This design comes from an exercise in tuning for small area and a short achievable clock period on the open sky130 flow, not from production work.
In this exercise RTL edits were held to simulation tests only and were not proved equivalent to the original.

## flow/run.sh

```bash
#!/bin/bash
# Layout flow:
#  1. the standard synthesis (standard.sh; ABC area script set in config.mk);
#  2. three rounds of: flow/polarity.py (full adders are self-dual, so each
#     one's polarity is chosen to need as few inverters as possible), then
#     flow/remap.sh (the combinational logic between the registers and full
#     adders (half adders included) is re-mapped by ABC for area (flow/abc_remap.script),
#     which now sees through the dissolved inverters); the smallest of the three netlists is kept.
#     Registers keep their names and cells throughout;
#  4. the standard ORFS floorplan, place, CTS, route and finish, with the timing
#     repair steps asked for a 28.5 ns setup margin at the design's 37 ns clock
#     (paths of about 8.5 ns) and ports buffered with buf_2 cells.
# The SDC and the clock period are unchanged. Each tool's output goes to its own
# log here (synth.log, polarity*.log, remap*.log, layout.log) and ORFS's per-step
# logs are under orfs/logs.
set -euo pipefail
RES=$PWD/orfs/results/sky130hd/FPU/base
bash standard.sh $RES/1_2_yosys.v > synth.log 2>&1
cp $RES/1_2_yosys.v $RES/1_2_yosys_std.v
python3 flow/polarity.py $RES/1_2_yosys_std.v net_p1.v > polarity1.log 2>&1
bash flow/remap.sh net_p1.v net_r1.v remap1
python3 flow/polarity.py net_r1.v net_p2.v > polarity2.log 2>&1
bash flow/remap.sh net_p2.v net_r2.v remap2
python3 flow/polarity.py net_r2.v net_p3.v > polarity3.log 2>&1
bash flow/remap.sh net_p3.v net_r3.v remap3
# keep the smallest of the three re-mapped netlists
best=$(for i in 1 2 3; do echo "$(grep 'Chip area' remap$i.log | tail -1 | awk '{print $NF}') net_r$i.v"; done | sort -g | head -1 | awk '{print $2}')
echo "using $best" > remap_choice.log
cp $best $RES/1_2_yosys.v
bash standard.sh SETUP_SLACK_MARGIN=28.5 "BUFFER_PORTS_ARGS=-buffer_cell sky130_fd_sc_hd__buf_2" TNS_END_PERCENT=100 finish > layout.log 2>&1
```

## flow/abc_remap.script

```
strash
dc2
dch -f
map -a
topo
```

## flow/comb_cells.py

```python
#!/usr/bin/env python3
"""From yosys' functional models of the liberty cells (cells_all.v), keep the
combinational cells except the full adders, for re-mapping.
usage: comb_cells.py cells_all.v comb_cells.v"""
import re, sys
src = open(sys.argv[1]).read()
keep = []
for text, name in re.findall(r'(module\s+(sky130_fd_sc_hd__\w+)\s*\(.*?endmodule\n)', src, re.S):
    short = name[len('sky130_fd_sc_hd__'):]
    if re.match(r'fa_\d', short):
        continue
    if 'always' in text or re.search(r'\breg\b', text):
        continue
    if re.match(r'(df|edf|sdf|dl|sdl|lpflow|probe|tap|fill|decap|conb|diode|clkdly|dly)', short):
        continue
    keep.append(text)
open(sys.argv[2], 'w').write(''.join(keep))
```

## flow/polarity.py

```python
#!/usr/bin/env python3
"""Re-assign the polarity of full-adder cells in a mapped sky130 netlist to remove
inverters. A full adder is self-dual (FA(~a,~b,~c) = ~FA(a,b,c) for SUM and COUT),
so a cell may take complemented inputs and give complemented outputs. All
inverters (except those driving module ports) are dissolved, each load is
traced to its true source and polarity, FA polarities are chosen greedily to
minimize the number of inverters that must be rebuilt, and inverters are
re-created only where needed. Registers and all other cells are unchanged.
usage: polarity.py in.v out.v"""
import re, sys
from collections import defaultdict

src = open(sys.argv[1]).read()
m = re.search(r'(module\s+\w+\s*\(.*?\);)(.*?)(endmodule)', src, re.S)
head, body = m.group(1), m.group(2)
cell_re = re.compile(r'^\s*(sky130_fd_sc_hd__\w+)\s+(\S+)\s*\((.*?)\);\s*$', re.S | re.M)
pin_re = re.compile(r'\.(\w+)\(\s*(.*?)\s*\)(?=\s*,|\s*$)', re.S)
decls = []
cells = []
pos = 0
first_cell = None
for cm in cell_re.finditer(body):
    if first_cell is None:
        first_cell = cm.start()
    typ, name, pins = cm.group(1), cm.group(2), cm.group(3)
    pl = [(p, n.strip()) for p, n in pin_re.findall(pins)]
    cells.append([typ, name, pl])
decl_text = re.sub(r'^\s*assign\s+[^;]*;\s*\n', '', body[:first_cell], flags=re.M)
# continuous assignments (yosys writes them after the cells): kept as they are;
# every net they read keeps its true polarity
assigns = re.findall(r'^\s*assign\s+[^;]*;\s*$', body, re.M)
fixed_nets = set()
for a in assigns:
    rhs = a.split('=', 1)[1].rstrip().rstrip(';')
    for tok in re.findall(r'\\\S+|[A-Za-z_][A-Za-z0-9_$]*(?:\s*\[\d+\])?', rhs):
        fixed_nets.add(tok.replace(' ', ''))
tail_text = body[cell_re.finditer(body).__iter__().__next__().start():]  # unused
OUTS = {'X', 'Y', 'Q', 'Q_N', 'SUM', 'COUT', 'HI', 'LO'}
ports_out = set()
for dm in re.finditer(r'^\s*output\s+(\[[^\]]*\]\s*)?(\S+);', decl_text, re.M):
    rng, nm = dm.group(1), dm.group(2)
    if rng:
        hi, lo = map(int, re.findall(r'-?\d+', rng))
        for i in range(min(hi, lo), max(hi, lo) + 1):
            ports_out.add(f'{nm}[{i}]')
    ports_out.add(nm)

def is_inv(t):
    return re.match(r'sky130_fd_sc_hd__(clk)?inv_\d+$', t) is not None
def is_fa(t):
    return re.match(r'sky130_fd_sc_hd__fa_\d+$', t) is not None

driver = {}
for ci, (t, n, pl) in enumerate(cells):
    for p, net in pl:
        if p in OUTS:
            driver[net] = (ci, p)
# inverters that are kept: those driving a module output port
fixed = set()
for ci, (t, n, pl) in enumerate(cells):
    if is_inv(t):
        y = dict(pl)['Y']
        if y in ports_out or y in fixed_nets:
            fixed.add(ci)

def resolve(net):
    """true source net and inversion of a net, looking through removable inverters"""
    k = 0
    seen = 0
    while net in driver and is_inv(cells[driver[net][0]][0]) and driver[net][0] not in fixed:
        net = dict(cells[driver[net][0]][2])['A']
        k ^= 1
        seen += 1
        if seen > 100:
            raise SystemExit('inverter loop')
    return net, k

# loads: (cell index, pin) -> (source net, k)
loads = []
for ci, (t, n, pl) in enumerate(cells):
    if is_inv(t) and ci not in fixed:
        continue
    for p, net in pl:
        if p in OUTS or not net or net.startswith("1'") :
            continue
        s, k = resolve(net)
        loads.append((ci, p, s, k))
by_src = defaultdict(list)
for L in loads:
    by_src[L[2]].append(L)
fa_cells = [ci for ci, c in enumerate(cells) if is_fa(c[0])
            and not any(p in OUTS and net in fixed_nets for p, net in c[2])]
flip = defaultdict(int)
def src_flip(s):
    d = driver.get(s)
    return flip[d[0]] if d and is_fa(cells[d[0]][0]) else 0
def cost(s):
    fs = src_flip(s)
    for (ci, p, _, k) in by_src[s]:
        if k ^ (flip[ci] if is_fa(cells[ci][0]) else 0) ^ fs:
            return 1
    return 0
def touched(ci):
    ss = set()
    for p, net in cells[ci][2]:
        if p in OUTS:
            ss.add(net)
        else:
            ss.add(resolve(net)[0])
    return ss
before = sum(cost(s) for s in by_src)
improved = True
passes = 0
while improved and passes < 50:
    improved = False
    passes += 1
    for ci in fa_cells:
        ss = touched(ci)
        c0 = sum(cost(s) for s in ss)
        flip[ci] ^= 1
        c1 = sum(cost(s) for s in ss)
        if c1 < c0:
            improved = True
        else:
            flip[ci] ^= 1
after = sum(cost(s) for s in by_src)
n_inv_orig = sum(1 for c in cells if is_inv(c[0]))
sys.stderr.write(f'inverters: {n_inv_orig} originally ({len(fixed)} kept); needed {before} before flips, {after} after {passes} passes\n')

# rebuild
invnet = {}
new_cells = []
new_wires = []
# fresh names: continue after any _polinv<N>_ / _polinvc<N>_ already in the netlist
cnt = [max([int(x) for x in re.findall(r'_polinvc?(\d+)_', src)] + [0])]
def inv_of(s):
    if s not in invnet:
        cnt[0] += 1
        nn = f'_polinv{cnt[0]}_'
        invnet[s] = nn
        new_wires.append(nn)
        new_cells.append(['sky130_fd_sc_hd__inv_1', f'_polinvc{cnt[0]}_', [('A', s), ('Y', nn)]])
    return invnet[s]
out_cells = []
for ci, (t, n, pl) in enumerate(cells):
    if is_inv(t) and ci not in fixed:
        continue
    f = flip[ci] if is_fa(t) else 0
    npl = []
    for p, net in pl:
        if p in OUTS or not net or net.startswith("1'"):
            npl.append((p, net))
            continue
        s, k = resolve(net)
        need = k ^ f ^ src_flip(s)
        npl.append((p, inv_of(s) if need else s))
    out_cells.append([t, n, npl])
def fmt(c):
    t, n, pl = c
    esc = lambda x: x + ' ' if x.startswith('\\') else x
    return f'  {t} {esc(n)} (\n' + ',\n'.join(f'    .{p}({esc(net)})' for p, net in pl) + '\n  );\n'
out = head + decl_text + ''.join(f'  wire {w};\n' for w in new_wires) + ''.join(fmt(c) for c in out_cells + new_cells) + ''.join(a.rstrip() + '\n' for a in assigns) + 'endmodule\n'
open(sys.argv[2], 'w').write(src[:m.start()] + out + src[m.end():])
```

## flow/remap.sh

```bash
#!/bin/bash
# remap.sh IN.v OUT.v LOGPREFIX: re-map the combinational logic of a mapped
# netlist with an area-only ABC script (flow/abc_remap.script), keeping every register and full
# adder cell (and its instance name) as it is.
set -euo pipefail
IN=$1; OUT=$2; LP=$3
YOSYS=/OpenROAD-flow-scripts/tools/install/yosys/bin/yosys
[ -x $YOSYS ] || YOSYS=yosys
LIB=$FLOW_HOME/platforms/sky130hd/lib/sky130_fd_sc_hd__tt_025C_1v80.lib
if [ ! -f comb_cells.v ]; then
  $YOSYS -q -p "read_liberty -ignore_miss_func $LIB; write_verilog -noattr cells_all.v" > ${LP}_cells.log 2>&1
  python3 flow/comb_cells.py cells_all.v comb_cells.v
fi
DONTUSE=$(grep -m1 "^abc -script" orfs/logs/sky130hd/FPU/base/1_2_yosys.log | grep -o "\-dont_use [^ ]*" | tr '\n' ' ')
cat > ${LP}.ys <<EOS
read_verilog comb_cells.v
read_liberty -lib -ignore_redef $LIB
read_verilog $IN
hierarchy -top $FLOW_TOP
flatten
proc
techmap
opt -fast
opt_clean -purge
abc -script $PWD/flow/abc_remap.script -liberty $LIB $DONTUSE
setundef -zero
splitnets
opt_clean -purge
hilomap -singleton -hicell sky130_fd_sc_hd__conb_1 HI -locell sky130_fd_sc_hd__conb_1 LO
opt_clean -purge
stat -liberty $LIB
write_verilog -noattr -noexpr -nohex -nodec $OUT
EOS
$YOSYS -s ${LP}.ys > ${LP}.log 2>&1
```

## standard.sh

```bash
#!/bin/bash
# synth_recipe.tcl (not shown) runs the flow's synth.tcl, then flattens the netlist and writes it again
# the make line also repeats each setting of config.mk as NAME=value (left out here)
make -C /OpenROAD-flow-scripts/flow DESIGN_CONFIG=/design/flow/config.mk WORK_HOME=/design/flow/orfs CLKGATE_MAP_FILE= SYNTH_SCRIPT=/design/flow/synth_recipe.tcl "${@:-finish}"
```

## config.mk

```make
export PLATFORM = sky130hd
export DESIGN_NAME = FPU
export DESIGN_NICKNAME = FPU
export VERILOG_FILES = /design/flow/design.v
export SDC_FILE = /design/flow/constraint.sdc
export NUM_CORES = 4
export LEC_CHECK = 0
export ABC_AREA = 1
export CAP_MARGIN = 20
export CORE_MARGIN = 2
export CORE_UTILIZATION = 40
export SLEW_MARGIN = 20
```

## constraint.sdc

```tcl
create_clock -name core_clock -period 37.0 [get_ports {clk}]
set_input_delay 7.4000 -clock core_clock [delete_from_list [all_inputs] [get_ports {clk}]]
set_output_delay 7.4000 -clock core_clock [all_outputs]
set_load 0.01 [all_outputs]
```

## design.v

```verilog
module FPU_normalize (
    input [24:0] src,
    output [22:0] result,
    output [4:0] shifted
);
wire [24:0] layer_0 = src;
wire [24:0] layer_1 = layer_0[24:9]  == 0 ? { layer_0[8:0], 16'd0 } : layer_0;
wire [24:0] layer_2 = layer_1[24:17] == 0 ? { layer_1[16:0], 8'd0 } : layer_1;
wire [24:0] layer_3 = layer_2[24:21] == 0 ? { layer_2[20:0], 4'd0 } : layer_2;
wire [24:0] layer_4 = layer_3[24:23] == 0 ? { layer_3[22:0], 2'd0 } : layer_3;
wire [22:0] layer_5 = layer_4[24]    == 0 ? layer_4[22:0] : layer_4[23:1];
assign result = layer_5;
assign shifted = { layer_0[24:9] == 0, layer_1[24:17] == 0, layer_2[24:21] == 0, layer_3[24:23] == 0, layer_4[24] == 0 };
endmodule
module FPU_CAL (clk, s1, s2, s3, A, B, sel, round_mode, error, over_flow, Y, q_we, q_n);
input clk, s1, s2, s3;
input [31:0] A, B;
input [1:0] sel;
input round_mode;
output error, over_flow;
output [31:15] Y;
output q_we;		 
output [21:0] q_n;
localparam [30:0] INF = 31'b11111111_00000000000000000000000;
wire is_add = ~sel[1];
wire is_mul = sel == 2'b10;
wire is_div = sel == 2'b11;
wire S1 = A[31], S2 = B[31];
wire [7:0] E1 = A[30:23], E2 = B[30:23];
wire [22:0] M1 = A[22:0], M2 = B[22:0];
wire [23:0] X = {1'b1, M1};
wire [23:0] Yb = {1'b1, M2};
reg [26:0] SR, CR;	 
reg cin_r;		 
wire [10:0] QV = A[21:11];
wire [10:0] QM = A[10:0];
reg abig_r;
reg am_zero;	 
function [31:0] csa_s(input [31:0] a, input [31:0] b, input [31:0] c);
	csa_s = a ^ b ^ c;
endfunction
function [31:0] csa_c(input [31:0] a, input [31:0] b, input [31:0] c);
	csa_c = {(a[30:0] & b[30:0]) | (a[30:0] & c[30:0]) | (b[30:0] & c[30:0]), 1'b0};
endfunction
function [30:0] bk_gen31(input [30:0] g, input [30:0] p);
	reg [30:0] G, P;
	integer s, i;
	begin
		G = g;
		P = p;
		for (s = 1; s < 31; s = s * 2)
			for (i = 2 * s - 1; i < 31; i = i + 2 * s) begin
				G[i] = G[i] | (P[i] & G[i - s]);
				P[i] = P[i] & P[i - s];
			end
		for (s = 8; s >= 1; s = s / 2)
			for (i = 3 * s - 1; i < 31; i = i + 2 * s) begin
				G[i] = G[i] | (P[i] & G[i - s]);
				P[i] = P[i] & P[i - s];
			end
		bk_gen31 = G;
	end
endfunction
wire [5:0] chunk = s1 ? Yb[5:0] : s2 ? Yb[11:6] : s3 ? Yb[17:12] : Yb[23:18];
wire [5:0] mb = chunk & {6{is_mul}};
wire [31:0] pp0 = mb[0] ? {8'b0, X}      : 32'b0;
wire [31:0] pp1 = mb[1] ? {7'b0, X, 1'b0} : 32'b0;
wire [31:0] pp2 = mb[2] ? {6'b0, X, 2'b0} : 32'b0;
wire [31:0] pp3 = mb[3] ? {5'b0, X, 3'b0} : 32'b0;
wire [31:0] pp4 = mb[4] ? {4'b0, X, 4'b0} : 32'b0;
wire [31:0] pp5 = mb[5] ? {3'b0, X, 5'b0} : 32'b0;
wire [31:0] TS = {7'b0, SR[24:0]};
wire [31:0] pp0x = pp0 | {7'b0, CR[24:0]};
wire [31:0] sa = csa_s(pp0x, pp1, pp2);
wire [31:0] ca = csa_c(pp0x, pp1, pp2) | {31'b0, cin_r};
wire [31:0] sb = csa_s(pp3, pp4, pp5);
wire [31:0] cb = csa_c(pp3, pp4, pp5);
wire [31:0] sc = csa_s(TS, sa, ca);
wire [31:0] cc = csa_c(TS, sa, ca);
wire [31:0] sd = csa_s(sb, cb, sc);
wire [31:0] cd = csa_c(sb, cb, sc);
wire [31:0] MS = csa_s(cc, sd, cd);
wire [31:0] MC = csa_c(cc, sd, cd);
wire [30:0] Rp = MS[30:0] ^ MC[30:0];
wire [30:0] Rg = bk_gen31(MS[30:0] & MC[30:0], Rp);
wire [30:0] R = Rp ^ {Rg[29:0], 1'b0};
localparam [55:0] T2  = {7'd23, 7'd21, 7'd19, 7'd18, 7'd16, 7'd15, 7'd14, 7'd12};
localparam [55:0] T1  = {7'd7, 7'd6, 7'd6, 7'd6, 7'd5, 7'd4, 7'd4, 7'd3};
localparam [55:0] T0  = {7'd119, 7'd120, 7'd121, 7'd121, 7'd122, 7'd122, 7'd122, 7'd123};
localparam [55:0] TN1 = {7'd104, 7'd106, 7'd107, 7'd108, 7'd110, 7'd112, 7'd113, 7'd115};
function [2:0] srt4_sel(input [6:0] est, input [2:0] di);
	reg signed [6:0] e;
	reg signed [6:0] m2, m1, m0, mn1;
	begin
		e = est;
		m2  = T2[di*7 +: 7];
		m1  = T1[di*7 +: 7];
		m0  = T0[di*7 +: 7];
		mn1 = TN1[di*7 +: 7];
		if (e >= m2)       srt4_sel = 3'b011;
		else if (e >= m1)  srt4_sel = 3'b001;
		else if (e >= m0)  srt4_sel = 3'b000;
		else if (e >= mn1) srt4_sel = 3'b101;
		else               srt4_sel = 3'b111;
	end
endfunction
function [52:0] srt4_row(input [26:0] S4, input [26:0] C4, input [23:0] D);
	reg [6:0] est;
	reg [2:0] q;
	reg [26:0] mlt, ad;
	reg [24:0] Sn, Cn;
	begin
		est = S4[26:20] + C4[26:20];
		q = srt4_sel(est, D[22:20]);
		mlt = q[1] ? {2'b00, D, 1'b0} : {3'b000, D};
		ad = ~q[0] ? 27'b0 : (q[2] ? mlt : ~mlt);
		Sn = S4[24:0] ^ C4[24:0] ^ ad[24:0];
		Cn = {(S4[23:0] & C4[23:0]) | (S4[23:0] & ad[23:0]) | (C4[23:0] & ad[23:0]), q[0] & ~q[2]};
		srt4_row = {q, Sn, Cn};
	end
endfunction
wire [26:0] dS0 = {SR[24:0], 2'b00} | {3'b000, X & {24{s1}}};
wire [26:0] dC0 = {CR[24:0], 2'b00};
wire [52:0] st1 = srt4_row(dS0, dC0, Yb);
wire [52:0] st2 = srt4_row({st1[49:25], 2'b00}, {st1[24:0], 2'b00}, Yb);
wire [4:0] qa = ~st1[50] ? 5'd0 : st1[52] ? (st1[51] ? 5'd24 : 5'd28) : (st1[51] ? 5'd8 : 5'd4);
wire [4:0] qb = ~st2[50] ? 5'd0 : st2[52] ? (st2[51] ? 5'd30 : 5'd31) : (st2[51] ? 5'd2 : 5'd1);
wire [4:0] v = qa + qb;
wire [4:0] vm1 = v - 5'd1;
wire qsel0 = ~v[4];			 
wire qsel1 = ~v[4] & (v != 5'd0);	 
wire [6:0] qv0 = s1 ? 7'd0 : QV[6:0];
wire [6:0] qm0 = s1 ? 7'h7f : QM[6:0];
assign q_we = is_div & (s1 | s2 | s3);
assign q_n = {qsel0 ? qv0 : qm0, v[3:0], qsel1 ? qv0 : qm0, vm1[3:0]};
wire abig = A[30:0] > B[30:0];
wire [7:0] Eb = abig ? E1 : E2;
wire [7:0] Es = abig ? E2 : E1;
wire [22:0] Mb = abig ? M1 : M2;
wire [22:0] Ms = abig ? M2 : M1;
wire [7:0] shamt = Eb - Es;
wire [24:0] sml = (shamt[7:5] != 3'b0) ? 25'b0 : {2'b01, Ms} >> shamt[4:0];
wire eff_sub = S1 ^ S2 ^ sel[0];
always @(posedge clk) begin
	if (~(s1 | s2 | s3)) begin
		SR <= 27'b0;
		CR <= 27'b0;
		cin_r <= 1'b0;
	end
	else if (is_mul) begin
		SR <= {2'b00, R[30:6]};
		CR <= 27'b0;
		cin_r <= 1'b0;
	end
	else if (is_div) begin
		SR <= {2'b00, st2[49:25]};
		CR <= {2'b00, st2[24:0]};
		cin_r <= 1'b0;
	end
	else if (s1) begin
		SR <= {4'b0001, Mb};
		CR <= {2'b00, eff_sub ? ~sml : sml};
		cin_r <= eff_sub;
	end
	else begin
		SR <= {2'b00, R[24:0]};
		CR <= 27'b0;
		cin_r <= 1'b0;
	end
	if (s1) begin
		abig_r <= abig;
		am_zero <= (M1 == 23'b0);
	end
end
wire A_inf = (E1 == 8'hff) & am_zero;
wire [24:0] M_sum = SR[24:0];
wire [22:0] nres;
wire [4:0] shifted;
FPU_normalize fpu_normalize(M_sum, nres, shifted);
wire [7:0] Emax = abig_r ? E1 : E2;
wire S_add = S1 ^ (~abig_r & eff_sub);
wire add_zero = (M_sum == 25'b0) || ({1'b0, Emax} < {4'b0, shifted});
wire add_nan = A_inf && (B[30:0] == INF) && eff_sub;
wire P47 = R[29];
wire [7:0] m_mul = P47 ? R[28:21] : R[27:20];
wire [1:0] r_mul = P47 ? R[21:20] : R[20:19];
wire mul_nan = ((E1 == 8'b0) && (B[30:0] == INF)) || (A_inf && (E2 == 8'b0));
wire mul_inf = A_inf || (B[30:0] == INF);
wire mul_zero = (E1 == 8'b0) || (E2 == 8'b0) || Ec[9];	 
wire neg = R[24];
wire [10:0] Q10 = neg ? QM : QV;
wire [7:0] m_div = Q10[10] ? Q10[9:2] : Q10[8:1];
wire [1:0] r_div = Q10[10] ? Q10[2:1] : Q10[1:0];
wire div_nan = (A_inf && (B[30:0] == INF)) || ((E1 == 8'b0) && (E2 == 8'b0));
wire div_inf = (E2 == 8'b0);
wire div_zero = (E1 <= E2 - 8'b0111_1111);
wire sp_nan  = is_add ? add_nan : is_mul ? mul_nan : div_nan;
wire sp_inf  = ~is_add & (is_mul ? mul_inf : div_inf);
wire sp_zero = is_add ? add_zero : (is_mul ? mul_zero : div_zero);
wire [9:0] eA = {2'b0, is_add ? Emax : E1};
wire [9:0] eB = is_add ? {5'b11111, ~shifted} : is_mul ? {2'b0, E2} : ~{2'b0, E2};
wire [9:0] eK = is_add ? 10'd2 : is_mul ? 10'h381 : 10'd127;
wire [9:0] Ec = eA + eB + eK;
wire [8:0] Ec0 = Ec[8:0];
wire [7:0] Ec1 = Ec0[7:0] + 8'd1;
wire ovf0 = Ec0 >= 9'd255;
wire ovf1 = (Ec0 >= 9'd254) & (Ec0 != 9'd511);
wire zr0 = ~is_add & (Ec0 == 9'd0);
wire zr1 = ~is_add & (Ec0 == 9'd511);
wire late = ~is_add & (is_mul ? P47 : Q10[10]);
wire [7:0] Ef = late ? Ec1 : Ec0[7:0];
wire e_ovf = late ? ovf1 : ovf0;
wire e_zero = late ? zr1 : zr0;
wire S_md = S1 ^ S2;
wire sgn = is_add ? S_add : S_md;
wire [7:0] mant = is_add ? nres[22:15] : is_mul ? m_mul : m_div;
wire [1:0] rbits = is_add ? M_sum[15:14] : is_mul ? r_mul : r_div;
wire rnd = (rbits == 2'b11) & ~round_mode;
wire [7:0] mant_i = {mant[7] ^ (&mant[6:0]), mant[6] ^ (&mant[5:0]), mant[5] ^ (&mant[4:0]),
		mant[4] ^ (&mant[3:0]), mant[3] ^ (&mant[2:0]), mant[2] ^ (&mant[1:0]),
		mant[1] ^ mant[0], ~mant[0]};
wire [7:0] mant_r = rnd ? mant_i : mant;
reg [31:15] Yo;
reg err_o, ovf_o;
always @(*) begin
	err_o = 1'b0;
	ovf_o = 1'b0;
	Yo = {sgn, Ef, mant_r};
	if (sp_nan) begin
		Yo = 17'h0ff80; err_o = 1'b1;
	end else if (sp_inf) begin
		Yo = {sgn, 8'hff, 8'h00}; ovf_o = 1'b1;
	end else if (sp_zero) begin
		Yo = {sgn & ~is_add, 16'b0};
	end else if (e_ovf) begin
		Yo = {sgn, 8'hff, 8'h00}; ovf_o = 1'b1;
	end else if (e_zero) begin
		Yo = {sgn, 16'b0};
	end
end
assign Y = Yo;
assign error = err_o;
assign over_flow = ovf_o;
endmodule
module FPU(clk, reset, A, B, sel, round_mode, start, error, over_flow, Y);
input clk, reset;
input [31:0] A, B;
input [1:0] sel;
input round_mode, start;
output error, over_flow;
output [31:0] Y;
reg s1, s2, s3, s4;
always @(posedge clk, negedge reset) begin
	if (~reset) {s1, s2, s3, s4} <= 4'b0;
	else        {s1, s2, s3, s4} <= {start, s1, s2, s3};
end
reg [31:0] A_r, B_r;
reg [1:0] sel_r;
reg rnd_r;
wire [31:15] Y_n;
wire error_n, over_flow_n;
wire q_we;
wire [21:0] q_n;
wire busy = s1 | s2 | s3;
always @(posedge clk) begin
	if (start) begin
		A_r[31:15] <= A[31:15];
		B_r[1:0] <= B[1:0];
	end
	else if (s4) begin
		A_r[31:15] <= Y_n;
		B_r[1:0] <= {error_n, over_flow_n};
	end
	else if (q_we) begin
		A_r[21:15] <= q_n[21:15];
	end
	if (~busy) begin
		A_r[14:0] <= A[14:0];
		B_r[31:2] <= B[31:2];
		sel_r <= sel;
		rnd_r <= round_mode;
	end
	else if (q_we) begin
		A_r[14:0] <= q_n[14:0];
	end
end
FPU_CAL fpu_cal(clk, s1, s2, s3, A_r, B_r, sel_r, rnd_r, error_n, over_flow_n, Y_n, q_we, q_n);
assign Y = {A_r[31:15], 15'b0};
assign error = B_r[1];
assign over_flow = B_r[0];
endmodule
```

==> impl_metrics.csv, run 1 <==
group,metric,value,unit
place,placed_cell_area,18220,µm²
clocking,ctsLongestPathBuffers,2,
finish,drive_above_1_share,20.27,%
route,ant_nets,0,
route,drtIter0Drc,2459,
synth,netlist_instances,2337,
finish,instances_no_fill,3233,
critical_path,crit_buf_inv,9,
finish,final_area,21400,µm²
hold_path,worstHoldEndpoint,"s4$_DFF_PN0_",
critical_path,crit_path_max_incr_delay,580,ps
timing,period_share,25.61,%
floorplan,pin_count,104,
grt,first_global_vias,19460,
critical_path,reg2reg_to,"A_r[22]$_DFFE_PP_",
route,routed_wl,93.64,mm
finish,final_cell_mix,"nand2_1 (421), nor2_1 (362), o21ai_0 (293), clkinv_1 (276), fa_1 (169)",
critical_path,path_class,"flip-flop to flip-flop",
synth,postSynthAreaPerCell,7.072,µm²
clocking,cts_tree,"yes",
synth,netlist_area,16530,µm²
timing,setup_viol,0,
clocking,cts_buffers,17,
clocking,hold_buffers,0,
grt,grt_max_degree,64,
timing,period_needed,9475,ps
critical_path,r2r-start,"s1$_DFF_PN0_",
finish,nets,2937,
floorplan,fp.dieArea,42960,µm²
grt,antenna_found_initial,7,
route,dr_total_vias,20310,
finish,final_common_cell,"nand2_1",
run,maxCapViolCount,0,
floorplan,fp.dieW,207.3,µm
finish,area_delta_synth_final,29.47,%
floorplan,row_count,74,
timing,fmax,105.5,MHz
outcome,status,"finished clean",
critical_path,r2r.worst_path.cells,55,
timing,slew_viol_final,0,
critical_path,worstSetupEndpointType,"flip-flop",
timing,worst_pin_slew,1189,ps
place,dp_cells,3012,
floorplan,core-area,40830,µm²
hold_path,hp-start,"s3$_DFF_PN0_",
hold_path,hold_depth,0,
timing,finalClockSkew,13.00,ps
grt,grt_usage,42.01,%
timing,finalHoldViolCount,0,
critical_path,cpMostUsedCell,"a21oi_2",
finish,final_util,52.41,%
place,place_congestion,1.042,
critical_path,worst_path_dominant_cell_family,"compound AO/OA/AOI/OAI gates",
hold_path,worstHoldPathType,"flip-flop to flip-flop",
place,io_buffers,88,
critical_path,r2r_slack,27530,ps
clocking,clock-root-buffer,"clkbuf_16",
clocking,cts_sinks,124,
critical_path,cp-start-kind,"flip-flop",
route,via_per_inst,6.281,
floorplan,start_util,40.48,%
critical_path,cp_data_required_time,37200,ps
grt,grt_overflow_total,0,
clocking,ctsHtreeMaxLevel,4,
grt,grt_pass1_wl,131.6,mm
timing,rsz0062_at_grt,"yes",
critical_path,crit_path_top_delay_cell,"fa_1",
clocking,path_clk_slew,70,ps
route,wl_per_cell,28.96,µm
route,first_pass_iters,8,
route,drc_errors,0,
timing,tns,0,ps
floorplan,die_h,207.3,µm
critical_path,arrival,9670,ps
synth,synth_warnings,2,
place,hpwlAfterDp,66.90,mm
timing,worst_slew_margin_rel,19.91,%
clocking,clock_latency,460,ps
critical_path,critPathMaxFanout,11,
[per-stage QoR]
stage / hold slack (ps) / setup slack [ps]
after detailed placement: 498.0 / 25470
after floorplan: 421.0 / 25890
after CTS: 510.8 / 27860
after global routing: 524.8 / 27100
after global placement: 496.3 / 25590
final: 521.9 / 27530
[worst reg2reg max path, delay by kind of cell, from the launching register on]
kind	cells	cell delay [ps]
adder cells (fa/ha/maj)	4	2010
flip-flops	1	570
buffers and inverters	9	860
AO/OA/AOI/OAI	25	3690
AND/OR/NAND/NOR	16	1910
XOR/XNOR	1	190
[worst max-delay path by stage]
stage,cells past startpoint,to,start
3_3_place_gp,49,A_r[22]$_DFFE_PP_,sel_r[1]$_DFFE_PP_
2_1_floorplan,50,A_r[22]$_DFFE_PP_,s1$_DFF_PN0_
6_report,55,A_r[22]$_DFFE_PP_,s1$_DFF_PN0_
5_1_grt,56,A_r[22]$_DFFE_PP_,s1$_DFF_PN0_
4_1_cts,49,A_r[22]$_DFFE_PP_,s1$_DFF_PN0_
3_5_place_dp,48,A_r[22]$_DFFE_PP_,sel_r[1]$_DFFE_PP_
[routing by layer]
layer	track usage [%]	part of all wire [%]
met1	53.58	38
met2	62.99	42
met3	13.49	12
met4	23.37	7.3
met5	0	0.029
[timing repair]
action | 4_1_cts | 5_1_grt
setup buffers | 142 | 33
cloned | 8 | 4
pin swaps | 72 | 82
gates resized for setup | 189 | 97
endpoints found under the setup margin | 93 | 81
[flip-flops by register name, summed over array words and instances (netlist names)]
signal and count:
fpu_cal.CR 25, A_r 32, s3 1, fpu_cal.abig_r 1, rnd_r 1, B_r 32
fpu_cal.SR 25, s4 1, fpu_cal.am_zero 1, s1 1, fpu_cal.cin_r 1, s2 1
sel_r 2
[layout make-up]
| type | instances | area [µm²] |
|---|---|---|
| clock buffers | 17 | 425.4 |
| repair buffers | 309 | 2604 |
| fillers | 3998 | 19430 |
| repair inverters | 2 | 10.01 |
| diodes | 2 | 5.005 |
| flip-flops and latches | 124 | 3197 |
| inverters | 304 | 1250 |
| well taps | 532 | 665.6 |
| clock inverters | 15 | 100.1 |
| multi-input cells | 1928 | 13140 |
==> run 2: changes to the inputs <==
==> flow/abc_remap.script (replaced) <==
strash
dc2
dch -f
map -a
topo
stime -c
buffer -c
upsize -c
dnsize -c
--- a/flow/remap.sh
+++ b/flow/remap.sh
@@ -1,6 +1,6 @@
 #!/bin/bash
 # remap.sh IN.v OUT.v LOGPREFIX: re-map the combinational logic of a mapped
-# netlist with an area-only ABC script (flow/abc_remap.script), keeping every register and full
+# netlist with an area-oriented ABC script (flow/abc_remap.script), keeping every register and full
 # adder cell (and its instance name) as it is.
 set -euo pipefail
 IN=$1; OUT=$2; LP=$3
==> run 2 against run 1 <==
Effect of this change:
- sequential cell count did not move
- final cell count is 2.8% lower
- utilization shrank 3.9 points
- critical path type unchanged
- non-clock buffer count fell by 72
- clock-buffer cell count increased by 7
- synthesized cell count up 2.7%
- setup slack better by 310 ps
- maximum frequency rose by 3.4%
==> impl_metrics.csv, run 2 <==
group,metric,value,unit
critical_path,cp_data_required_time,37180,ps
synth,postSynthAreaPerCell,7.076,µm²
grt,grt_usage,39.36,%
critical_path,cpMostUsedCell,"buf_6",
grt,grt_pass1_wl,124.8,mm
route,via_per_inst,6.259,
hold_path,worstHoldPathType,"flip-flop to flip-flop",
critical_path,arrival,9350,ps
finish,final_cell_mix,"nand2_1 (423), nor2_1 (350), o21ai_0 (284), inv_1 (207), fa_1 (175)",
grt,use_met1,52.45,%
clocking,cts_sinks,124,
clocking,cts_buffers,17,
timing,fmax,109.1,MHz
floorplan,fp.dieArea,44140,µm²
clocking,cts_tree,"yes",
grt,use_met2,56.83,%
grt,antenna_found_initial,6,
finish,nets,2841,
grt,grt_busiest_layer,"met2",
timing,worst_slew_margin_rel,24.78,%
route,drc_errors,0,
grt,grt_overflow_total,0,
timing,finalHoldViolCount,0,
clocking,ctsHtreeMaxLevel,4,
floorplan,row_count,75,
route,routed_wl,87.75,mm
route,ant_nets,0,
place,place_congestion,1.085,
synth,synth_warnings,2,
timing,tns,0,ps
critical_path,crit_path_max_incr_delay,670,ps
finish,largestRegisters,"A_r x32, B_r x32",
critical_path,critPathMaxFanout,21,
floorplan,fp.dieW,210.1,µm
critical_path,r2r-start,"sel_r[0]$_DFFE_PP_",
finish,drive_above_1_share,17.79,%
place,io_buffers,88,
timing,period_share,24.77,%
floorplan,core-area,41950,µm²
timing,rsz0062_at_grt,"yes",
finish,final_area,20340,µm²
critical_path,worstSetupEndpointType,"flip-flop",
route,wl_per_cell,27.91,µm
finish,final_common_cell,"nand2_1",
route,drtIter0Drc,2763,
finish,area_delta_synth_final,19.74,%
clocking,clock-root-buffer,"clkbuf_16",
grt,first_global_vias,18630,
critical_path,path_class,"flip-flop to flip-flop",
outcome,status,"finished clean",
route,dr_total_vias,19680,
timing,period_needed,9164,ps
timing,worst_pin_slew,1124,ps
run,maxCapViolCount,0,
critical_path,cp-start-kind,"flip-flop",
timing,slew_viol_final,0,
place,placed_cell_area,18220,µm²
critical_path,crit_buf_inv,18,
critical_path,crit_path_top_delay_cell,"fa_2",
finish,nFillCells,4212,
hold_path,hp-start,"s2$_DFF_PN0_",
floorplan,start_util,40.50,%
clocking,ctsLongestPathBuffers,2,
grt,grt_max_degree,65,
synth,netlist_instances,2401,
timing,finalWorstSetupSlack,27840,ps
place,place_ws,26280,ps
clocking,clock_latency,450,ps
timing,setup_viol,0,
floorplan,pin_count,104,
route,first_pass_iters,9,
place,hpwlAfterDp,66.40,mm
synth,netlist_area,16990,µm²
critical_path,worst_path_dominant_cell_family,"adder cells",
grt,grt_util_met3,11.73,%
timing,finalClockSkew,12.01,ps
clocking,path_clk_slew,70,ps
floorplan,die_h,210.1,µm
critical_path,startpoint,"sel_r[0]$_DFFE_PP_",
clocking,hold_buffers,0,
run 2: worst paths after layout:
kind                       cells past startpoint                end  slack [ps]
min reg2reg                                    0       s3$_DFF_PN0_         500
max                                           56  A_r[29]$_DFFE_PP_       27840
max in group asynchronous                      1       s1$_DFF_PN0_       30070
min                                            0       s3$_DFF_PN0_         500
min in group asynchronous                      1       s3$_DFF_PN0_        6760
max reg2reg                                   56  A_r[29]$_DFFE_PP_       27840
run 2: area by class of cell:
type / instances / area, µm² / area share (%)
multi-input combinational: 1928 / 13010 / 63.96
sequential: 124 / 3197 / 15.71
timing repair buffer: 237 / 1763 / 8.666
inverter: 281 / 1097 / 5.394
tap: 539 / 674.4 / 3.315
clock buffer: 24 / 506.7 / 2.491
clock inverter: 8 / 78.83 / 0.3875
timing repair inverter: 1 / 8.758 / 0.04305
antenna: 2 / 5.005 / 0.02460
run 2: worst reg2reg max path: cells and delay by family, from the launching register on:
kind | cells | cell delay, ps
flops | 1 | 620
compound gates | 18 | 2240
buf+inv | 18 | 1970
simple gates | 16 | 1730
fa+ha+maj | 4 | 2330
run 2: metal layers:
layer / part of all wire, % / up-vias / wire length [µm]
met3: 13 / 348 / 11700
met2: 41 / 1397 / 35720
met5: 0.081 / - / 71
met4: 6.9 / 12 / 6069
met1: 39 / 9402 / 34190
li1: - / 8518 / -
run 2: through the flow:
step	instances	util, %	hold WS, ps
global placement	2986	43.41	467.2
CTS	3124	47.79	508.5
global route	3142	48.49	517.9
floorplan	2415	-	395.0
detailed placement	2986	43.43	464.9
finish	3144	48.50	503.9
run 2: what timing repair did:
item	in CTS	in global routing
gates resized for setup	113	34
buffers inserted	104	17
setup endpoints to repair	115	79
pin swaps	47	16
gates cloned	2	1
==> run 3: changes to the inputs <==
--- a/flow/run.sh
+++ b/flow/run.sh
@@ -8,8 +8,8 @@
 #     which now sees through the dissolved inverters); the smallest of the three netlists is kept.
 #     Registers keep their names and cells throughout;
 #  4. the standard ORFS floorplan, place, CTS, route and finish, with the timing
-#     repair steps asked for a 28.5 ns setup margin at the design's 37 ns clock
-#     (paths of about 8.5 ns) and ports buffered with buf_2 cells.
+#     repair steps asked for a 28.7 ns setup margin at the design's 37 ns clock
+#     (paths of about 8.3 ns) and ports buffered with buf_2 cells.
 # The SDC and the clock period are unchanged. Each tool's output goes to its own
 # log here (synth.log, polarity*.log, remap*.log, layout.log) and ORFS's per-step
 # logs are under orfs/logs.
@@ -27,4 +27,4 @@
 best=$(for i in 1 2 3; do echo "$(grep 'Chip area' remap$i.log | tail -1 | awk '{print $NF}') net_r$i.v"; done | sort -g | head -1 | awk '{print $2}')
 echo "using $best" > remap_choice.log
 cp $best $RES/1_2_yosys.v
-bash standard.sh SETUP_SLACK_MARGIN=28.5 "BUFFER_PORTS_ARGS=-buffer_cell sky130_fd_sc_hd__buf_2" TNS_END_PERCENT=100 finish > layout.log 2>&1
+bash standard.sh SETUP_SLACK_MARGIN=28.7 "BUFFER_PORTS_ARGS=-buffer_cell sky130_fd_sc_hd__buf_2" TNS_END_PERCENT=100 finish > layout.log 2>&1
==> run 3 against run 2 <==
Effect of this change:
- cell area grew 2.6%
- critical path depth increased by 2
- utilization rose by 1.2 points
- die area stayed put
- maximum frequency fell by 0.40%
- highest routed layer is now met4
- largest cell class unchanged
- via count rose by 1.6%
- sequential share of layout area is 0.39 points lower
- first-iteration DRC count up 9.1%
==> impl_metrics.csv, run 3 <==
group,metric,value,unit
outcome,status,"finished clean",
critical_path,critPathMaxFanout,5,
grt,use_met2,60.21,%
critical_path,r2r.worst_path.cells,58,
grt,grt_busiest_layer,"met2",
clocking,cts_tree,"yes",
route,first_pass_iters,8,
finish,largestRegisters,"A_r x32, B_r x32",
hold_path,hold_depth,0,
route,routed_wl,92.92,mm
synth,netlist_instances,2401,
clocking,clock_latency,470,ps
floorplan,row_count,75,
place,io_buffers,88,
clocking,cts_sinks,124,
finish,final_cell_mix,"nand2_1 (415), nor2_1 (353), o21ai_0 (276), inv_1 (207), fa_1 (171)",
grt,grt_util_met3,11.16,%
grt,first_global_vias,18500,
timing,finalClockSkew,15.21,ps
finish,drive_above_1_share,19.37,%
grt,antenna_found_initial,5,
timing,rsz0062_at_grt,"yes",
route,ant_nets,0,
place,hpwlAfterDp,68.78,mm
critical_path,worstSetupEndpointType,"flip-flop",
floorplan,fp.dieW,210.1,µm
critical_path,r2r-start,"s1$_DFF_PN0_",
critical_path,r2r_slack,27800,ps
route,dr_total_vias,19980,
hold_path,worstHoldPathType,"flip-flop to flip-flop",
finish,nets,2855,
timing,tns,0,ps
hold_path,worstHoldEndpoint,"s3$_DFF_PN0_",
floorplan,pin_count,104,
critical_path,crit_path_top_delay_cell,"fa_1",
clocking,cts_buffers,17,
clocking,ctsHtreeMaxLevel,4,
grt,grt_pass1_wl,130.7,mm
grt,grt_overflow_total,0,
finish,final_util,49.74,%
grt,grt_usage,41.62,%
timing,worst_pin_slew,1160,ps
grt,use_met1,56.34,%
route,drc_errors,0,
floorplan,start_util,40.50,%
critical_path,path_class,"flip-flop to flip-flop",
critical_path,cp-start-kind,"flip-flop",
critical_path,arrival,9500,ps
timing,period_share,24.87,%
clocking,path_clk_slew,70,ps
finish,nFillCells,4241,
timing,worst_slew_margin_rel,22.12,%
floorplan,die_h,210.1,µm
critical_path,crit_path_max_incr_delay,540,ps
synth,postSynthAreaPerCell,7.076,µm²
finish,final_common_cell,"nand2_1",
timing,fmax,108.7,MHz
critical_path,cp_data_required_time,37300,ps
critical_path,reg2reg_to,"A_r[17]$_DFFE_PP_",
floorplan,core-area,41950,µm²
critical_path,cpMostUsedCell,"a21oi_2",
synth,synth_warnings,2,
route,drtIter0Drc,3014,
timing,slew_viol_final,0,
route,wl_per_cell,29.43,µm
place,place_congestion,1.040,
clocking,clock-root-buffer,"clkbuf_16",
route,via_per_inst,6.329,
grt,grt_max_degree,57,
clocking,ctsLongestPathBuffers,2,
hold_path,hp-start,"s2$_DFF_PN0_",
timing,period_needed,9200,ps
run,maxCapViolCount,0,
timing,finalHoldViolCount,0,
finish,area_delta_synth_final,22.80,%
synth,netlist_area,16990,µm²
floorplan,fp.dieArea,44140,µm²
timing,setup_viol,0,
==> run 3: cell types whose count changed in the layout (fill, tap and decap cells not counted), sizes merged, moves of 3 or more <==
| cell | change |
|---|---|
| clkbuf | -6 |
| bufbuf | +4 |
| inv | -3 |
| clkinvlp | +3 |
| buf | +8 |
| clkinv | +6 |
==> run 3: final cells by class <==
class	count	area (µm²)	area share [%]
Clock buffer	17	425.4	2.039
Sequential cell	124	3197	15.32
Antenna cell	1	2.502	0.01199
Timing Repair inverter	1	8.758	0.04198
Inverter	281	1105	5.295
Tap cell	539	674.4	3.232
Clock inverter	15	148.9	0.7136
Timing Repair Buffer	250	2061	9.877
Multi-Input combinational cell	1929	13240	63.47
==> run 3: worst max path at each step <==
stage                        from  slack (ps)                end
2_1_floorplan  sel_r[1]$_DFFE_PP_       27980  A_r[15]$_DFFE_PP_
3_3_place_gp   sel_r[1]$_DFFE_PP_       25770  A_r[15]$_DFFE_PP_
3_5_place_dp   sel_r[1]$_DFFE_PP_       25510  A_r[17]$_DFFE_PP_
4_1_cts              s1$_DFF_PN0_       28060  A_r[17]$_DFFE_PP_
5_1_grt              s1$_DFF_PN0_       27380  A_r[22]$_DFFE_PP_
6_report             s1$_DFF_PN0_       27800  A_r[17]$_DFFE_PP_
==> run 3: routing by layer <==
layer | vias to the layer above | routed length [µm]
li1 | 8546 | -
met1 | 9602 | 37100
met2 | 1512 | 38140
met3 | 322 | 11610
met4 | 0 | 6067
met5 | - | 0
==> run 3: critical path: cells and delay by family, from the launching register on <==
kind            cells  cell delay [ps]
buf+inv             9              960
simple gates       22             2430
compound gates     22             2860
flops               1              510
fa+ha+maj           5             2210
==> run 3: metrics by stage <==
step                      setup slack, ps  hold WS [ps]  area (µm²)  std cells
after detailed placement            25510         431.3       18240       2988
after global routing                27380         505.3       20860       3156
after global placement              25770         405.5       18240       2988
after floorplan                     27980         395.0       17260       2415
after CTS                           28060         483.4       20370       3127
final                               27800         490.0       20860       3157
==> run 3: repair_timing <==
item | in CTS | in global routing
pin swaps | 67 | 45
setup endpoints to repair | 117 | 89
gates cloned | 6 | 3
setup buffers | 101 | 26
hold buffers | 0 | 0
gates resized for setup | 145 | 71
==> run 4: changes to the inputs <==
==> flow/abc_remap.script (replaced) <==
strash
dc2
dch -f
map -a
topo
--- a/flow/remap.sh
+++ b/flow/remap.sh
@@ -1,6 +1,6 @@
 #!/bin/bash
 # remap.sh IN.v OUT.v LOGPREFIX: re-map the combinational logic of a mapped
-# netlist with an area-oriented ABC script (flow/abc_remap.script), keeping every register and full
+# netlist with an area-only ABC script (flow/abc_remap.script), keeping every register and full
 # adder cell (and its instance name) as it is.
 set -euo pipefail
 IN=$1; OUT=$2; LP=$3
==> run 4 against run 3 <==
Effect of this change:
- largest cell class unchanged
- final cell count up 1.0%
- die area fell by 2.7%
- via count increased by 0.98%
==> impl_metrics.csv, run 4 <==
group,metric,value,unit
route,routed_wl,90.89,mm
critical_path,crit_path_max_incr_delay,720,ps
route,drtIter0Drc,2376,
timing,period_share,24.92,%
clocking,cts_tree,"yes",
timing,tns,0,ps
clocking,hold_buffers,0,
grt,antenna_found_initial,4,
floorplan,row_count,74,
finish,instances_no_fill,3189,
critical_path,r2r.worst_path.cells,51,
finish,nFillCells,4024,
grt,grt_max_degree,45,
route,via_per_inst,6.327,
timing,rsz0062_at_grt,"yes",
synth,postSynthAreaPerCell,7.072,µm²
hold_path,worstHoldEndpoint,"s3$_DFF_PN0_",
grt,grt_overflow_total,0,
finish,final_cell_mix,"nand2_1 (423), nor2_1 (364), o21ai_0 (284), clkinv_1 (277), fa_1 (168)",
place,dp_cells,3009,
route,ant_nets,0,
clocking,cts_sinks,124,
critical_path,arrival,9430,ps
place,hpwlAfterDp,65.35,mm
critical_path,r2r-start,"sel_r[1]$_DFFE_PP_",
floorplan,core-area,40830,µm²
timing,worst_pin_slew,1276,ps
place,place_ws,25860,ps
grt,grt_usage,41.14,%
timing,setup_viol,0,
clocking,ctsLongestPathBuffers,2,
clocking,path_clk_slew,60,ps
route,first_pass_iters,8,
critical_path,reg2reg_to,"A_r[22]$_DFFE_PP_",
floorplan,fp.dieW,207.3,µm
hold_path,worstHoldPathType,"flip-flop to flip-flop",
clocking,cts_buffers,17,
floorplan,start_util,40.48,%
finish,final_util,51.52,%
timing,finalClockSkew,20.85,ps
synth,netlist_instances,2337,
run,maxCapViolCount,0,
timing,period_needed,9219,ps
critical_path,crit_path_top_delay_cell,"fa_2",
floorplan,pin_count,104,
synth,netlist_area,16530,µm²
timing,slew_viol_final,0,
finish,largestRegisters,"A_r x32, B_r x32",
outcome,status,"finished clean",
finish,nets,2895,
route,dr_total_vias,20180,
critical_path,critPathMaxFanout,31,
synth,synth_warnings,2,
floorplan,die_h,207.3,µm
critical_path,cp-start-kind,"flip-flop",
finish,diodes,0,
critical_path,path_class,"flip-flop to flip-flop",
hold_path,hold_depth,0,
hold_path,hp-start,"s2$_DFF_PN0_",
critical_path,r2r_slack,27780,ps
place,placed_cell_area,18200,µm²
finish,final_area,21040,µm²
route,wl_per_cell,28.50,µm
route,drc_errors,0,
clocking,ctsHtreeMaxLevel,4,
grt,first_global_vias,19290,
timing,hold_ws,502.0,ps
finish,area_delta_synth_final,27.28,%
timing,finalHoldViolCount,0,
critical_path,cpMostUsedCell,"nor2_4",
place,io_buffers,88,
critical_path,worstSetupEndpointType,"flip-flop",
critical_path,cp_data_required_time,37210,ps
finish,drive_above_1_share,18.67,%
clocking,clock_latency,470,ps
clocking,clock-root-buffer,"clkbuf_16",
place,place_congestion,1.046,
timing,worst_slew_margin_rel,13.84,%
timing,fmax,108.5,MHz
finish,final_common_cell,"nand2_1",
floorplan,fp.dieArea,42960,µm²
grt,grt_pass1_wl,129.5,mm
timing,finalWorstSetupSlack,27780,ps
## run 4: worst max path at each step
stage / startpoint / endpoint / slack, ps / depth (start not counted)
detailed placement: s1$_DFF_PN0_ / A_r[22]$_DFFE_PP_ / 25860 / 52
floorplan: s1$_DFF_PN0_ / A_r[22]$_DFFE_PP_ / 25900 / 50
CTS: s1$_DFF_PN0_ / A_r[22]$_DFFE_PP_ / 27690 / 56
finish: sel_r[1]$_DFFE_PP_ / A_r[22]$_DFFE_PP_ / 27780 / 51
global placement: s1$_DFF_PN0_ / A_r[22]$_DFFE_PP_ / 26090 / 52
global route: s1$_DFF_PN0_ / A_r[22]$_DFFE_PP_ / 27390 / 51
## run 4: area by class of cell
type	count	area [µm²]	area share, %
clock buffer	19	432.9	2.058
clock inverter	13	125.1	0.5948
inverter	304	1221	5.805
multi-input combinational	1928	13110	62.32
sequential	124	3196	15.19
tap	532	665.6	3.164
timing repair buffer	267	2276	10.82
timing repair inverter	2	10.01	0.04759
## run 4: repair_timing
action                                  CTS  global route
pin swaps                                64            65
cloned                                   13             3
endpoints found under the setup margin   96           100
setup buffers                            84            48
gates resized for setup                 137           105
endpoints found under the hold margin     0             0
## run 4: routing by layer
| metal | global-route usage, % | routed length, µm | up-vias |
|---|---|---|---|
| li1 | - | - | 8657 |
| met1 | 53.46 | 34470 | 9664 |
| met2 | 60.46 | 38010 | 1480 |
| met3 | 12.71 | 11790 | 373 |
| met4 | 23.82 | 6596 | 4 |
| met5 | 0 | 27 | - |
## run 4: worst max-delay path: cells and delay by family (launching register included)
family / cells / cell delay (ps)
AOI/OAI and AO/OA: 20 / 2710
adders and majority gates: 4 / 2370
and+or+nand+nor: 14 / 1870
buffers and inverters: 12 / 1430
DFF: 1 / 370
xor gates and xnor gates: 1 / 170
==> run 5: changes to the inputs <==
--- a/flow/run.sh
+++ b/flow/run.sh
@@ -8,8 +8,8 @@
 #     which now sees through the dissolved inverters); the smallest of the three netlists is kept.
 #     Registers keep their names and cells throughout;
 #  4. the standard ORFS floorplan, place, CTS, route and finish, with the timing
-#     repair steps asked for a 28.7 ns setup margin at the design's 37 ns clock
-#     (paths of about 8.3 ns) and ports buffered with buf_2 cells.
+#     repair steps asked for a 28.6 ns setup margin at the design's 37 ns clock
+#     (paths of about 8.4 ns) and ports buffered with buf_2 cells.
 # The SDC and the clock period are unchanged. Each tool's output goes to its own
 # log here (synth.log, polarity*.log, remap*.log, layout.log) and ORFS's per-step
 # logs are under orfs/logs.
@@ -27,4 +27,4 @@
 best=$(for i in 1 2 3; do echo "$(grep 'Chip area' remap$i.log | tail -1 | awk '{print $NF}') net_r$i.v"; done | sort -g | head -1 | awk '{print $2}')
 echo "using $best" > remap_choice.log
 cp $best $RES/1_2_yosys.v
-bash standard.sh SETUP_SLACK_MARGIN=28.7 "BUFFER_PORTS_ARGS=-buffer_cell sky130_fd_sc_hd__buf_2" TNS_END_PERCENT=100 finish > layout.log 2>&1
+bash standard.sh SETUP_SLACK_MARGIN=28.6 "BUFFER_PORTS_ARGS=-buffer_cell sky130_fd_sc_hd__buf_2" TNS_END_PERCENT=100 finish > layout.log 2>&1
==> flow/abc_remap.script (replaced) <==
strash
dc2
dch -f
map -a
topo
stime -c
buffer -c
upsize -c
dnsize -c
--- a/flow/remap.sh
+++ b/flow/remap.sh
@@ -1,6 +1,6 @@
 #!/bin/bash
 # remap.sh IN.v OUT.v LOGPREFIX: re-map the combinational logic of a mapped
-# netlist with an area-only ABC script (flow/abc_remap.script), keeping every register and full
+# netlist with an area-oriented ABC script (flow/abc_remap.script), keeping every register and full
 # adder cell (and its instance name) as it is.
 set -euo pipefail
 IN=$1; OUT=$2; LP=$3
--- a/config.mk
+++ b/config.mk
@@ -8,5 +8,5 @@
 export ABC_AREA = 1
 export CAP_MARGIN = 20
 export CORE_MARGIN = 2
-export CORE_UTILIZATION = 40
+export CORE_UTILIZATION = 50
 export SLEW_MARGIN = 20
==> run 5 against run 4 <==
Effect of this change:
- still clean
- first-iteration DRC count rose by 37%
- critical endpoint is now A_r[15]$_DFFE_PP_
- cell area is 3.8% lower
- clock-buffer cell count down 2
==> impl_metrics.csv, run 5 <==
group,metric,value,unit
outcome,status,"finished clean",
place,hpwlAfterDp,63.25,mm
finish,area_delta_synth_final,19.11,%
clocking,ctsLongestPathBuffers,2,
critical_path,r2r_slack,27830,ps
finish,nets,2835,
timing,fmax,109.1,MHz
route,routed_wl,84.88,mm
route,via_per_inst,6.630,
clocking,cts_buffers,17,
finish,nFillCells,3170,
floorplan,start_util,50.67,%
grt,first_global_vias,18550,
grt,antenna_found_initial,4,
place,io_buffers,88,
timing,setup_viol,0,
critical_path,cp_data_required_time,37290,ps
critical_path,arrival,9460,ps
place,dp_cells,2894,
timing,slew_viol_final,0,
route,drtIter0Drc,3246,
finish,instances_no_fill,3048,
grt,grt_pass1_wl,120.6,mm
hold_path,worstHoldPathType,"flip-flop to flip-flop",
clocking,cts_tree,"yes",
route,drc_errors,0,
timing,worst_slew_margin_rel,28.91,%
timing,tns,0,ps
floorplan,fp.dieArea,35470,µm²
critical_path,r2r.worst_path.cells,58,
floorplan,pin_count,104,
finish,final_cell_mix,"nand2_1 (423), nor2_1 (347), o21ai_0 (290), inv_1 (212), fa_1 (174)",
hold_path,hp-start,"s2$_DFF_PN0_",
timing,finalHoldViolCount,0,
critical_path,crit_path_top_delay_cell,"dfrtp_4",
critical_path,cpMostUsedCell,"a21oi_2",
timing,rsz0062_at_grt,"yes",
route,wl_per_cell,27.85,µm
timing,finalWorstSetupSlack,27830,ps
floorplan,core-area,33530,µm²
clocking,clock_latency,450,ps
synth,netlist_area,16990,µm²
hold_path,worstHoldEndpoint,"s3$_DFF_PN0_",
run,maxCapViolCount,0,
clocking,ctsHtreeMaxLevel,4,
critical_path,critPathMaxFanout,5,
critical_path,reg2reg_to,"A_r[15]$_DFFE_PP_",
timing,finalClockSkew,14.12,ps
synth,synth_warnings,2,
clocking,hold_buffers,0,
timing,worst_pin_slew,1059,ps
finish,final_common_cell,"nand2_1",
grt,grt_max_degree,49,
finish,drive_above_1_share,17.56,%
route,dr_total_vias,20210,
place,place_ws,25980,ps
clocking,path_clk_slew,70,ps
synth,netlist_instances,2401,
timing,period_share,24.78,%
clocking,clock-root-buffer,"clkbuf_16",
clocking,cts_sinks,124,
route,first_pass_iters,10,
finish,largestRegisters,"A_r x32, B_r x32",
finish,regArea,3197,µm²
synth,postSynthAreaPerCell,7.076,µm²
finish,final_area,20240,µm²
critical_path,path_class,"flip-flop to flip-flop",
critical_path,r2r-start,"s1$_DFF_PN0_",
finish,multi_input_area,13050,µm²
place,placed_cell_area,18100,µm²
floorplan,fp.dieW,188.3,µm
grt,grt_usage,46.74,%
finish,final_util,60.35,%
timing,period_needed,9167,ps
route,ant_nets,0,
floorplan,row_count,67,
critical_path,worstSetupEndpointType,"flip-flop",
place,place_congestion,1.089,
grt,grt_overflow_total,0,
critical_path,cp-start-kind,"flip-flop",
hold_path,hold_depth,0,
critical_path,crit_path_max_incr_delay,530,ps
floorplan,die_h,188.3,µm
-- run 5: critical path, delay by kind of cell (launching register included) --
family | cells | cell delay, ps
buffers and inverters | 6 | 690
DFF | 1 | 530
adders and majority gates | 4 | 1910
and+or+nand+nor | 22 | 2550
AOI/OAI and AO/OA | 26 | 3260
-- run 5: final cells by class --
| class | count | share of cell area, % |
|---|---|---|
| inverters | 281 | 5.416 |
| repair inverters | 1 | 0.03091 |
| clock buffers | 17 | 2.102 |
| repair buffers | 232 | 8.433 |
| well taps | 448 | 2.770 |
| diodes | 3 | 0.03710 |
| flip-flops and latches | 124 | 15.80 |
| clock inverters | 15 | 0.9274 |
| multi-input cells | 1927 | 64.49 |
-- run 5: worst max path at each step --
stage	startpoint	end	slack, ps	cells after the start
2_1_floorplan	sel_r[1]$_DFFE_PP_	A_r[15]$_DFFE_PP_	27980	55
3_3_place_gp	sel_r[1]$_DFFE_PP_	A_r[15]$_DFFE_PP_	26070	52
3_5_place_dp	s1$_DFF_PN0_	A_r[15]$_DFFE_PP_	25980	56
4_1_cts	s1$_DFF_PN0_	A_r[21]$_DFFE_PP_	28130	55
5_1_grt	s1$_DFF_PN0_	A_r[30]$_DFFE_PP_	27420	59
6_report	s1$_DFF_PN0_	A_r[15]$_DFFE_PP_	27830	58
-- run 5: what timing repair did --
action / in CTS / in global routing
pin swaps: 59 / 33
cloned: 1 / 1
resized for setup: 97 / 47
setup buffers: 91 / 26
setup endpoints to repair: 114 / 87
-- run 5: per-layer routing --
| metal | wire (µm) | share of wire [%] | vias up | global-route usage (%) |
|---|---|---|---|---|
| met5 | 39 | 0.046 | - | 0 |
| met4 | 7072 | 8.3 | 6 | 29.06 |
| met3 | 12100 | 14 | 424 | 14.14 |
| met2 | 34570 | 41 | 1732 | 67.54 |
| met1 | 31100 | 37 | 9549 | 61.27 |
| li1 | - | - | 8496 | - |
-- run 5: through the flow --
step | hold slack, ps
3_3_place_gp | 403.8
6_report | 466.2
3_5_place_dp | 414.8
2_1_floorplan | 395.0
4_1_cts | 462.3
5_1_grt | 475.5
==> run 6: changes to the inputs <==
--- a/flow/run.sh
+++ b/flow/run.sh
@@ -8,8 +8,9 @@
 #     which now sees through the dissolved inverters); the smallest of the three netlists is kept.
 #     Registers keep their names and cells throughout;
 #  4. the standard ORFS floorplan, place, CTS, route and finish, with the timing
-#     repair steps asked for a 28.6 ns setup margin at the design's 37 ns clock
-#     (paths of about 8.4 ns) and ports buffered with buf_2 cells.
+#     repair steps asked for a 28.5 ns setup margin at the design's 37 ns clock
+#     (paths of about 8.5 ns) and ports buffered with buf_2 cells;
+#     the repair may resize cells to any footprint.
 # The SDC and the clock period are unchanged. Each tool's output goes to its own
 # log here (synth.log, polarity*.log, remap*.log, layout.log) and ORFS's per-step
 # logs are under orfs/logs.
@@ -27,4 +28,4 @@
 best=$(for i in 1 2 3; do echo "$(grep 'Chip area' remap$i.log | tail -1 | awk '{print $NF}') net_r$i.v"; done | sort -g | head -1 | awk '{print $2}')
 echo "using $best" > remap_choice.log
 cp $best $RES/1_2_yosys.v
-bash standard.sh SETUP_SLACK_MARGIN=28.6 "BUFFER_PORTS_ARGS=-buffer_cell sky130_fd_sc_hd__buf_2" TNS_END_PERCENT=100 finish > layout.log 2>&1
+bash standard.sh SETUP_SLACK_MARGIN=28.5 "BUFFER_PORTS_ARGS=-buffer_cell sky130_fd_sc_hd__buf_2" TNS_END_PERCENT=100 MATCH_CELL_FOOTPRINT=0 finish > layout.log 2>&1
--- a/config.mk
+++ b/config.mk
@@ -8,5 +8,5 @@
 export ABC_AREA = 1
 export CAP_MARGIN = 20
 export CORE_MARGIN = 2
-export CORE_UTILIZATION = 50
+export CORE_UTILIZATION = 40
 export SLEW_MARGIN = 20
==> run 6 against run 5 <==
Effect of this change:
- still clean on timing, DRC and antenna
- die area is 24% higher
- hold slack improved by 48 ps
- via count is 2.4% lower
- clock-buffer cell count is 5 higher
- clock skew shrank 5.2 ps
- critical path type unchanged
==> impl_metrics.csv, run 6 <==
group,metric,value,unit
finish,final_cell_mix,"nand2_1 (416), nor2_1 (352), o21ai_0 (285), inv_1 (211), fa_1 (175)",
floorplan,fp.dieW,210.1,µm
timing,period_share,24.63,%
grt,grt_max_degree,65,
timing,slew_viol_final,0,
place,hpwlAfterDp,66.42,mm
critical_path,crit_path_max_incr_delay,550,ps
critical_path,critPathMaxFanout,10,
clocking,cts_buffers,17,
critical_path,worstSetupEndpointType,"flip-flop",
place,place_congestion,1.098,
timing,finalClockSkew,8.885,ps
critical_path,cp_data_required_time,37300,ps
finish,area_delta_synth_final,19.67,%
timing,tns,0,ps
clocking,clock-root-buffer,"clkbuf_16",
route,ant_nets,0,
grt,grt_overflow_total,0,
finish,largestRegisters,"A_r x32, B_r x32",
timing,fmax,109.7,MHz
clocking,ctsHtreeMaxLevel,4,
critical_path,crit_path_top_delay_cell,"fa_1",
place,place_ws,26270,ps
timing,finalHoldViolCount,0,
synth,netlist_instances,2401,
route,drtIter0Drc,3000,
floorplan,core-area,41950,µm²
route,wl_per_cell,28.32,µm
finish,drive_above_1_share,17.31,%
route,routed_wl,88.59,mm
grt,antenna_found_initial,3,
clocking,cts_tree,"yes",
timing,finalWorstSetupSlack,27890,ps
route,drc_errors,0,
grt,grt_pass1_wl,123.4,mm
timing,worst_slew_margin_rel,19.49,%
finish,final_area,20330,µm²
synth,postSynthAreaPerCell,7.076,µm²
floorplan,fp.dieArea,44140,µm²
critical_path,cp-start-kind,"flip-flop",
run,maxCapViolCount,0,
grt,first_global_vias,18290,
timing,setup_viol,0,
clocking,cts_sinks,124,
critical_path,cpMostUsedCell,"nand2_2",
timing,period_needed,9114,ps
route,first_pass_iters,9,
hold_path,worstHoldPathType,"flip-flop to flip-flop",
place,io_buffers,88,
route,dr_total_vias,19720,
clocking,path_clk_slew,60,ps
floorplan,pin_count,104,
clocking,clock_latency,450,ps
place,placed_cell_area,18180,µm²
clocking,ctsLongestPathBuffers,2,
finish,final_common_cell,"nand2_1",
finish,nets,2826,
floorplan,start_util,40.50,%
route,via_per_inst,6.305,
critical_path,arrival,9410,ps
outcome,status,"finished clean",
grt,grt_usage,38.94,%
timing,rsz0062_at_grt,"yes",
critical_path,path_class,"flip-flop to flip-flop",
floorplan,die_h,210.1,µm
synth,synth_warnings,2,
timing,worst_pin_slew,1203,ps
synth,netlist_area,16990,µm²
floorplan,row_count,75,
==> run 6: path summary, 6_finish.rpt <==
kind	slack, ps	end	startpoint	cells after the start
worst max-delay path	27890	A_r[15]$_DFFE_PP_	s1$_DFF_PN0_	57
worst min-delay path	510	s4$_DFF_PN0_	s3$_DFF_PN0_	0
max in group asynchronous	30090	s1$_DFF_PN0_	reset	1
min in group asynchronous	6760	s1$_DFF_PN0_	reset	1
worst max register to register	27890	A_r[15]$_DFFE_PP_	s1$_DFF_PN0_	57
worst min register to register	510	s4$_DFF_PN0_	s3$_DFF_PN0_	0
==> run 6: routing by layer <==
layer / part of all wire (%) / wire length [µm] / track usage [%] / up-vias
met3: 13 / 11820 / 12.43 / 314
li1: - / - / - / 8492
met2: 41 / 36330 / 55.74 / 1391
met4: 6.5 / 5732 / 21.25 / 0
met1: 39 / 34700 / 52.09 / 9526
met5: 0 / 0 / 0 / -
==> run 6: what timing repair did <==
item,in CTS,in global routing
buffers inserted,82,22
setup endpoints to repair,115,93
cloned,2,5
resized for setup,78,66
hold buffers,0,0
pin swaps,36,40
endpoints found under the hold margin,0,0
==> run 6: area by class of cell <==
type	count	area, µm²
Antenna cell	1	2.502
Clock buffer	22	496.7
Clock inverter	10	86.33
Fill cell	4264	21610
Inverter	281	1097
Multi-Input combinational cell	1928	13020
Sequential cell	124	3197
Tap cell	539	674.4
Timing Repair Buffer	222	1747
Timing Repair inverter	1	8.758
==> run 6: worst max-delay path, delay by kind of cell, from the launching register on <==
kind	cells	cell delay, ps
compound gates	23	3200
fa+ha+maj	5	2250
buf+inv	7	580
flops	1	490
simple gates	22	2430
==> run 6: stage by stage <==
stage          hold slack, ps  utilization, %  std cells
2_1_floorplan           395.0               -       2415
3_3_place_gp            441.0           43.35       2984
3_5_place_dp            440.9           43.35       2984
4_1_cts                 483.4           47.26       3100
5_1_grt                 533.1           48.47       3128
6_report                514.1           48.47       3128

separate check: timing with driven ports:
In the flow no input, the clock included, has a driving cell. The finished layouts below were timed again as built, in two steps. Step 1 (the two cells are an assumption about what drives the block):
set clk [get_ports {clk}]
set_driving_cell -lib_cell sky130_fd_sc_hd__clkbuf_16 $clk
set_driving_cell -lib_cell sky130_fd_sc_hd__buf_2 [delete_from_list [all_inputs] $clk]
Step 2 also shifts input and output timing later by t, the mid clock arrival at the registers, as if the neighbouring blocks saw the same clock. a / b / c = no drivers / after step 1 / after step 2; a / b = the first two.
| run | shift t [ns] | slack for setup (ns) | worst setup path at the end |
|---|---|---|---|
| run 1 | 0.503 | 27.525 / 27.525 / 27.525 | register to register |
| run 2 | 0.499 | 27.836 / 27.836 / 27.836 | register to register |
| run 3 | 0.518 | 27.800 / 27.800 / 27.800 | register to register |
| run 4 | 0.518 | 27.781 / 27.781 / 27.781 | register to register |
| run 5 | 0.508 | 27.833 / 27.833 / 27.833 | register to register |
| run 6 | 0.504 | 27.886 / 27.886 / 27.886 | register to register |
After both steps setup and hold are still met in every run listed.
